What follows belongs to an exercise in optimizing a design on an open flow for small area; a production flow would make more cautious choices.
In this exercise RTL edits were held to simulation tests only and were not proved equivalent to the original.
The flow treats the clock pin as an ideal source, which a real chip does not have.
Power and IR drop assume default switching activity.

== run A ==
// Pong
module Pong #(
	parameter LCD_WIDTH  = 240,
	parameter LCD_HEIGHT = 320,
	parameter CLOCK_FREQ = 12800
	)(
	input wire	clock,
	input wire		player_1_up,
	input wire		player_1_down,
	input wire		player_2_up,
	input wire		player_2_down,
	input wire 		pause,
	input wire     globalReset,
	output 		   resetApp,
	output [13:0] 	display_score1,
	output [13:0]	display_score2,
	output [8:0]	leds,
	output        LT24Wr_n,
	output        LT24Rd_n,
	output        LT24CS_n,
	output        LT24RS,
	output        LT24Reset_n,
	output [15:0] LT24Data,
	output        LT24LCDOn
	);
	reg [3:0] resetSync;
	always @(posedge clock or posedge globalReset) begin
		if (globalReset) resetSync <= 4'hF;
		else             resetSync <= {resetSync[2:0], 1'b0};
	end
	wire reset = resetSync[3];
	reg [12:0] Z;
	reg [7:0] X;         
	reg [8:0] Y;         
	reg       pix;       
	wire [3:0] c = Z[3:0];
	wire cEnd   = (c == 4'd15);
	wire X239   = (X == 8'd239);
	wire X240   = (X == 8'd240);
	wire [7:0] xNext = X240 ? 8'd0 : X + 8'd1;
	wire [8:0] yNext = X239 ? ((Y == 9'd320) ? 9'd0 : Y + 9'd1) : Y;
	wire load   = (c == 4'd14) & (pix | X240);      
	always @(posedge clock) begin
		if (reset) begin
			Z <= 13'h1FFF;
			X <= 8'd131;
			Y <= 9'd0;
			pix <= 1'b0;
		end else begin
			Z <= Z + 13'd1;
			if (cEnd) X <= xNext;
			if (cEnd & pix) Y <= yNext;
			if (load) pix <= 1'b1;
		end
	end
  ...
export LEC_CHECK = 0
export CAP_MARGIN = 20
export CORE_MARGIN = 2
export CORE_UTILIZATION = 40
export PLACE_DENSITY = 0.6
export SLEW_MARGIN = 20
create_clock -name core_clock -period 8.0 [get_ports {clock}]
standard.sh (not shown) runs the stock make flow with config.mk's settings and CLKGATE_MAP_FILE= SYNTH_SCRIPT=/design/flow/synth_recipe.tcl, a recipe that flattens the netlist after the stock synthesis.
==> flow/flow/run.sh <==
#!/bin/bash
set -euo pipefail
W=$PWD
# synthesis script: synth_recipe.tcl sourcing a copy of ORFS synth.tcl whose abc call uses flow/area.abc
sed 's|^  log_cmd abc {\*}\$abc_args$|  log_cmd abc -script '"$W"'/flow/area.abc {*}[lrange $abc_args 2 end]|' \
  "$FLOW_HOME/scripts/synth.tcl" > "$W/synth_body.tcl"
if cmp -s "$FLOW_HOME/scripts/synth.tcl" "$W/synth_body.tcl"; then
  echo "run.sh: abc line not found in synth.tcl, using the standard ABC script" >&2
fi
sed "s|source \$::env(SCRIPTS_DIR)/synth.tcl|source $W/synth_body.tcl|" synth_recipe.tcl > "$W/my_synth.tcl"
export BUFFER_PORTS_ARGS="-buffer_cell sky130_fd_sc_hd__buf_1"
export PRE_CTS_TCL="$W/flow/cts_hook.tcl"
export CTS_ARGS="-clk_nets clock -dont_use_dummy_load -buf_list sky130_fd_sc_hd__clkbuf_8 -root_buf sky130_fd_sc_hd__clkbuf_8"
bash standard.sh SYNTH_SCRIPT="$W/my_synth.tcl" ADDER_MAP_FILE= finish > "$W/standard.log" 2>&1
Other scripts of this flow, unchanged in this note and not shown: flow/flow/area.abc, flow/flow/cts_hook.tcl, flow/flow/manual_cts.tcl
Run A finished every step from synthesis to the final layout, and the layout passed the timing, DRC and antenna checks.
diff inputs: run A => run B
diff --git a/flow/design.v b/flow/design.v
--- a/flow/design.v
+++ b/flow/design.v
@@ -25,42 +25,43 @@
 	reg [3:0] resetSync;
 	always @(posedge clock or posedge globalReset) begin
 		if (globalReset) resetSync <= 4'hF;
 		else             resetSync <= {resetSync[2:0], 1'b0};
 	end
 	wire reset = resetSync[3];
 	reg [12:0] Z;
 	reg [7:0] X;         
 	reg [8:0] Y;         
 	reg       pix;       
 	wire [3:0] c = Z[3:0];
-	wire cEnd   = (c == 4'd15);
 	wire X239   = (X == 8'd239);
 	wire X240   = (X == 8'd240);
+	wire X0     = (X == 8'd0);
 	wire [7:0] xNext = X240 ? 8'd0 : X + 8'd1;
 	wire [8:0] yNext = X239 ? ((Y == 9'd320) ? 9'd0 : Y + 9'd1) : Y;
-	wire load   = (c == 4'd14) & (pix | X240);      
+	wire step   = pix ? (c == 4'd13) : ((c == 4'd15) | (X240 & (c == 4'd13)));
+	wire load   = (c == 4'd14) & (pix | X0);      
 	always @(posedge clock) begin
 		if (reset) begin
 			Z <= 13'h1FFF;
 			X <= 8'd131;
 			Y <= 9'd0;
 			pix <= 1'b0;
 		end else begin
 			Z <= Z + 13'd1;
-			if (cEnd) X <= xNext;
-			if (cEnd & pix) Y <= yNext;
+			if (step) X <= xNext;
+			if (step & pix) Y <= yNext;
 			if (load) pix <= 1'b1;
 		end
 	end
-	wire initDone = pix | (X240 & c[3] & c[2] & (c[1] | c[0]));
+	wire initDone = pix | X0 | (X240 & (c == 4'd13));
 	assign resetApp = reset | ~initDone;
 	reg [16:0] W;        
 	reg        done;     
 	reg        resetGC;
 	reg        win1, win2;
 	wire winActive = (win1 | win2) & ~done;
 	wire [16:0] Winc = W + 17'd1;
 	always @(posedge clock) begin
 		if (resetApp) begin
 			W <= 17'd0;
 			done <= 1'b0;
@@ -197,29 +198,29 @@
 	wire ledEn = (Z == 13'd5837);    
 	always @(posedge clock) begin
 		if (resetApp) begin
 			ledp <= 4'd8;
 		end else if (ledEn & win2) begin
 			ledp <= (ledp == 4'd0) ? 4'd8 : ledp - 4'd1;
 		end else if (ledEn & win1) begin
 			ledp <= (ledp == 4'd8) ? 4'd0 : ledp + 4'd1;
 		end
 	end
 	assign leds = 9'd1 << ledp;
-	wire [7:0] pp = yNext[8] ? p2x : p1x;    
-	wire [8:0] dxp = {1'b0, xNext} - {1'b0, pp};
-	wire [8:0] dxb  = {1'b0, xNext} - {1'b0, bx};
-	wire [9:0] dyb  = {1'b0, yNext} - {1'b0, by};
+	wire [7:0] pp = Y[8] ? p2x : p1x;    
+	wire [8:0] dxp = {1'b0, X} - {1'b0, pp};
+	wire [8:0] dxb  = {1'b0, X} - {1'b0, bx};
+	wire [9:0] dyb  = {1'b0, Y} - {1'b0, by};
 	wire inP  = (dxp <= 9'd40);
-	wire inP2 = inP & (yNext >= 9'd290) & (yNext <= 9'd295);
-	wire inP1 = inP & (yNext >= 9'd30) & (yNext <= 9'd35);
+	wire inP2 = inP & (Y >= 9'd290) & (Y <= 9'd295);
+	wire inP1 = inP & (Y >= 9'd30) & (Y <= 9'd35);
 	wire inB  = (dxb <= 9'd10) & (dyb <= 10'd10);
 	wire [1:0] colour = inP2 ? 2'd3 : inP1 ? 2'd2 : inB ? 2'd1 : 2'd0;
 	reg [1:0] pd, pt;
 	always @(posedge clock) begin
 		if (reset) pd <= 2'd0;
 		else if (load) pd <= colour;
 	end
 	always @(posedge clock) begin
 		if (load) pt <= pd;
 	end
 	function [8:0] rom;
@@ -326,23 +327,23 @@
         7'h01: rom = 9'h02b;
         7'h02: rom = 9'h100;
         7'h03: rom = 9'h100;
         7'h04: rom = 9'h101;
         7'h05: rom = 9'h13f;
         7'h06: rom = 9'h029;
         7'h07: rom = 9'h029;
 				default: rom = 9'h100;
 			endcase
 		end
 	endfunction
-	wire pre = X < 8'd228;
+	wire pre = X[7] & (X < 8'd228);    
 	wire [8:0] initWord = pre ? 9'h100 : rom({X[3:0], c[3:1]});
 	wire isP1 = pt == 2'd2;
 	wire isB  = pt == 2'd1;
 	wire isP2 = pt == 2'd3;
 	wire pixW = (c == 4'd13) | (c == 4'd14);    
 	reg [8:0] pixWord;
 	always @(*) begin
 		case (c)
 			4'd15, 4'd0:  pixWord = 9'h02A;
 			4'd1, 4'd2:   pixWord = 9'h100;
 			4'd3, 4'd4:   pixWord = {1'b1, X};
## What came out
- No stage failed in run B, and the final checks on the layout all came back clean.
- Changes observed in run B relative to run A: area growth from synthesis to layout held, relative contribution of the clock network to total power picked up an extra 0.6 points.
- Run B vs. run A: netlist area before placement has decreased; critical path depth has decreased; met3 track demand over resource has increased.
- A source of the critical timing path of X[1] is what run A shows, while by[8] belongs to run B.
- Of run B and run A, the higher number of global-route vias before repair belongs to run A.
- Summary: global-route wire length before repair, run B better than run A
- Worst clock skew on the final layout in run B is 0.0094 ns higher than in run A
- met2 track demand over resource in global routing ends up higher on run A.
- The lower overall power of run B and run A is in run B.
- Delay of the slowest cell on the worst path (higher): run B
- Summary of run B over run A: core utilization has increased, count of inverters other than clock inverters in the layout has decreased.

==> afterwards: timing with drivers on the ports <==
No port has a modelled driver above. Below, the same layouts with a new extraction and two added sets of constraints. Step 1 sets driving cells, clkbuf_16 on the clock port and buf_2 on the other inputs (assumed; they add their load-dependent delay and slew). Step 2, shift: input delay + t, output delay - t, t = (earliest + latest rising clock arrival at the registers) / 2. This alone moves slack from input paths to output paths. Slacks: no drivers / after step 1 / after step 2; pairs: no drivers / after step 1.
| run | t (ns) | slack for setup (ns) | worst setup path at the end | clock arrival spread, ns | slew at the worst register clock pin (ns) |
|---|---|---|---|---|---|
| run A | 0.436 | 1.903 / 1.903 / 1.903 | register to register | 0.014 / 0.015 | 0.09 / 0.09 |
| run B | 0.441 | 1.962 / 1.962 / 1.962 | register to register | 0.024 / 0.024 | 0.10 / 0.10 |
After both steps every run listed still meets setup and hold.
